Source: an optimization exercise on an open RTL-to-GDS flow (aim: small area). Production flows keep margins and buffers that such runs may drop.
The RTL was checked by simulation tests, not by an equivalence proof against the original design.
The flow treats the clock pin as an ideal source, which a real chip does not have.
Power figures rest on the tool's default switching activity, not on a simulated workload.

== JK ==
// SDRAM_arbit
module SDRAM_arbit(
    input                   sysclk_100M         ,
    input                   rst_n               ,
    output                  CKE                 ,
    output                  cs_n                ,
    output  reg             ras_n               ,
    output  reg             cas_n               ,
    output  reg             we_n                ,
    output          [12:0]  addr                ,
    output          [ 1:0]  ba                  ,
    output          [ 1:0]  dqm                 ,
    output          [15:0]  dq_o                ,
    output                  dq_oe               ,
    input           [15:0]  dq_i                ,
    input                   write_trig          ,
    output                  write_data_vld      ,
    input           [15:0]  w_dq                ,
    input                   read_trig           ,
    output                  read_data_vld       ,
    output          [15:0]  r_dq                ,
    output                  write_end
);
localparam  P_INIT  = 4'b0000,
            P_ARBI  = 4'b0001,       
            P_ARBF  = 4'b0010,       
            P_ARBS  = 4'b0011,       
            P_REF0  = 4'b0100,       
            P_REF   = 4'b0101,
            P_S0    = 4'b1000,       
            P_S1    = 4'b1001,
            P_A0    = 4'b1010,       
            P_A1    = 4'b1011,
            P_X     = 4'b1100,       
            P_P0    = 4'b1110,       
            P_P1    = 4'b1111;
localparam  ROW_LAST = 1440 - 1;
localparam  INIT_FIRST  = 10'd41;
localparam  INIT_RELOAD = 10'd316;
localparam  REF_RELOAD  = 10'd780;
reg  [3:0]  ph;
reg         flag;            
reg  [3:0]  wc;              
reg  [9:0]  dcnt;            
reg         wstat, rstat;    
reg         wtd, rtd;        
reg         wt1, rt1;        
reg         wend_q, rend_q;  
reg  [5:0]  wcol;            
reg  [10:0] wrow;
reg         wbank;
reg  [5:0]  rcol;            
reg  [10:0] rrow;
reg         rbank;
assign CKE   = 1'b1;
assign cs_n  = 1'b0;
assign dqm   = 2'b00;
assign dq_o  = w_dq;
assign r_dq  = dq_i;
wire init    = (ph == P_INIT);
wire arbi    = (ph == P_ARBI);
wire arb     = ~ph[3] & ~ph[2] & ph[1];             
wire ref0    = (ph == P_REF0);
wire in_ref  = ~ph[3] & ph[2];
  ...
Size in the first run: ~480 cells after synthesis, ~94 I/O pins, about 4100 sq um of cells after synthesis.
Settings: LEC_CHECK=0, CAP_MARGIN=20, CORE_MARGIN=2, CORE_UTILIZATION=40, SLEW_MARGIN=20; clock period 10.0 ns.
standard.sh (not shown) runs the stock make flow with config.mk's settings and CLKGATE_MAP_FILE= SYNTH_SCRIPT=/design/flow/synth_recipe.tcl, a recipe that flattens the netlist after the stock synthesis.
==> flow/flow/run.sh <==
#!/bin/bash
# Layout: the standard ORFS flow (standard.sh, standard synthesis unchanged) with two
# changes: the clock tree is built by flow/clock_tree.tcl (the clock port drives four
# clkbuf_16, one per quadrant of the flip-flops) in place of TritonCTS's H-tree, and the
# port buffers use the smallest buffer cell. Each tool's output stays in orfs/logs;
# standard.sh's own output goes to standard.log.
set -euo pipefail
cd "$(dirname "$0")/.."
export PRE_CTS_TCL="$PWD/flow/clock_tree.tcl"
export CTS_ARGS="-sink_clustering_enable -repair_clock_nets -buf_list sky130_fd_sc_hd__clkbuf_8 -dont_use_dummy_load"
export BUFFER_PORTS_ARGS="-buffer_cell sky130_fd_sc_hd__buf_1"
bash standard.sh > standard.log 2>&1
==> flow/flow/clock_tree.tcl <==
# Clock tree built by hand: the clock port drives four clock buffers directly, each
# placed at the centre of one group of flip-flops (the flip-flops split at the median
# x, then each half at the median y) and driving that group's clock pins. TritonCTS
# then skips these nets; detailed placement legalizes the buffers.
set db [ord::get_db]
set block [ord::get_db_block]
set clk_net [$block findNet sysclk_100M]
set master [$db findMaster sky130_fd_sc_hd__clkbuf_16]
set items {}
foreach it [$clk_net getITerms] {
  if {![$it isInputSignal]} { continue }
  set loc [[$it getInst] getLocation]
  lappend items [list [lindex $loc 0] [lindex $loc 1] $it]
}
proc split_half {lst idx} {
  set s [lsort -integer -index $idx $lst]
  set h [expr {[llength $s] / 2}]
  return [list [lrange $s 0 [expr {$h - 1}]] [lrange $s $h end]]
}
set groups {}
foreach half [split_half $items 0] {
  foreach q [split_half $half 1] { lappend groups $q }
}
set skip [list sysclk_100M]
set i 0
foreach g $groups {
  set sx 0; set sy 0
  foreach it $g { set sx [expr {$sx + [lindex $it 0]}]; set sy [expr {$sy + [lindex $it 1]}] }
  set n [llength $g]
  set buf [odb::dbInst_create $block $master "clkq_buf_$i"]
  set net [odb::dbNet_create $block "clkq_net_$i"]
  $net setSigType CLOCK
  [$buf findITerm A] connect $clk_net
  [$buf findITerm X] connect $net
  foreach it $g {
    set iterm [lindex $it 2]
    $iterm disconnect
    $iterm connect $net
  }
  $buf setLocation [expr {$sx / $n}] [expr {$sy / $n}]
  $buf setPlacementStatus PLACED
  lappend skip "clkq_net_$i"
  incr i
}
global_connect
puts "hand-built clock tree: $i buffers of sky130_fd_sc_hd__clkbuf_16, nets $skip"
set_cts_config -skip_nets $skip
set_propagated_clock [all_clocks]
Relative to JK, the following input files were edited for MS:
--- a/flow/design.v
+++ b/flow/design.v
@@ -109,15 +109,15 @@
     else if (s_pre1)
         ph_nx = P_ARBS;
     else
         ph_nx = ph + 4'd1;      
 end
 wire        flag_nx = (arb & ~ref_req & (g_rd | g_wr)) ? g_wr : flag;
 wire [3:0]  wc_nx   = (s_xfer & ~x_last) ? wc + 4'd1 : 4'd0;
-wire [5:0]  wcol_nx = wcol + {5'd0, w_b7};
+wire [5:0]  wcol_nx = w_b7 ? wcol + 6'd1 : wcol;
 wire [9:0]  dcnt_nx = (ref0 | (init & d_zero)) ? (init ? INIT_RELOAD : REF_RELOAD) :
                       d_ones ? dcnt : dcnt - 10'd1;
 always @(posedge sysclk_100M or negedge rst_n) begin
     if (!rst_n) begin
         ph     <= P_INIT;
         flag   <= 1'b0;
         wc     <= 4'd0;
@@ -149,15 +149,16 @@
         rtd    <= rt1;
         wend_q <= wend_c;
         rend_q <= rend_c;
         wcol   <= wcol_nx;
         if (w_rowend)
             wrow <= w_lastrow ? 11'd0 : wrow + 11'd1;
         wbank  <= w_bank_c;
-        rcol   <= rcol + {5'd0, rc11 | (init & (d_zero | (d_one & rcol63)))};
+        if (rc11 | (init & (d_zero | (d_one & rcol63))))
+            rcol <= rcol + 6'd1;
         if (r_rowend)
             rrow <= r_lastrow ? 11'd0 : rrow + 11'd1;
         rbank  <= r_bank_c;
     end
 end
 wire nx_xfer = ph_nx[3] & ph_nx[2] & ~ph_nx[1];
 wire nx_act  = ph_nx[3] & ~ph_nx[2] & ph_nx[1];
- Across MS and JK, none had a timing, DRC or antenna violation.
- On MS: cell area is 2.3% higher than what JK gave.
- Combinational-cell power consumption (higher): JK
- Compared with JK, in MS post-synthesis compound-gate area fraction -2.4 points; sequential portion of the cell area shrank by 0.86 points; floorplan die area rose 2.0%.

## static timing again, ports no longer ideal
The flow's constraints put no driver on any port. The routed layouts listed below were extracted and timed again, unchanged, in two steps.
Step 1 assumes that a clkbuf_16 drives the clock port and a buf_2 every other input.
Step 2 times the ports against the registers' clock, not the clock port: input delays grow and output delays shrink by t, the midpoint of the rising clock arrivals with the driver on.
Three values: ideal, step 1, step 2; two values: the first two.
| run | shift t [ns] | setup WS [ns] | clock arrival spread, ns | worst data-port slew with drivers (ns) |
|---|---|---|---|---|
| JK | 0.217 | 5.350 / 5.271 / 5.488 | 0.005 / 0.006 | 0.07 |
| MS | 0.220 | 5.210 / 5.127 / 5.347 | 0.011 / 0.010 | 0.07 |
After both steps every run listed still meets setup and hold.
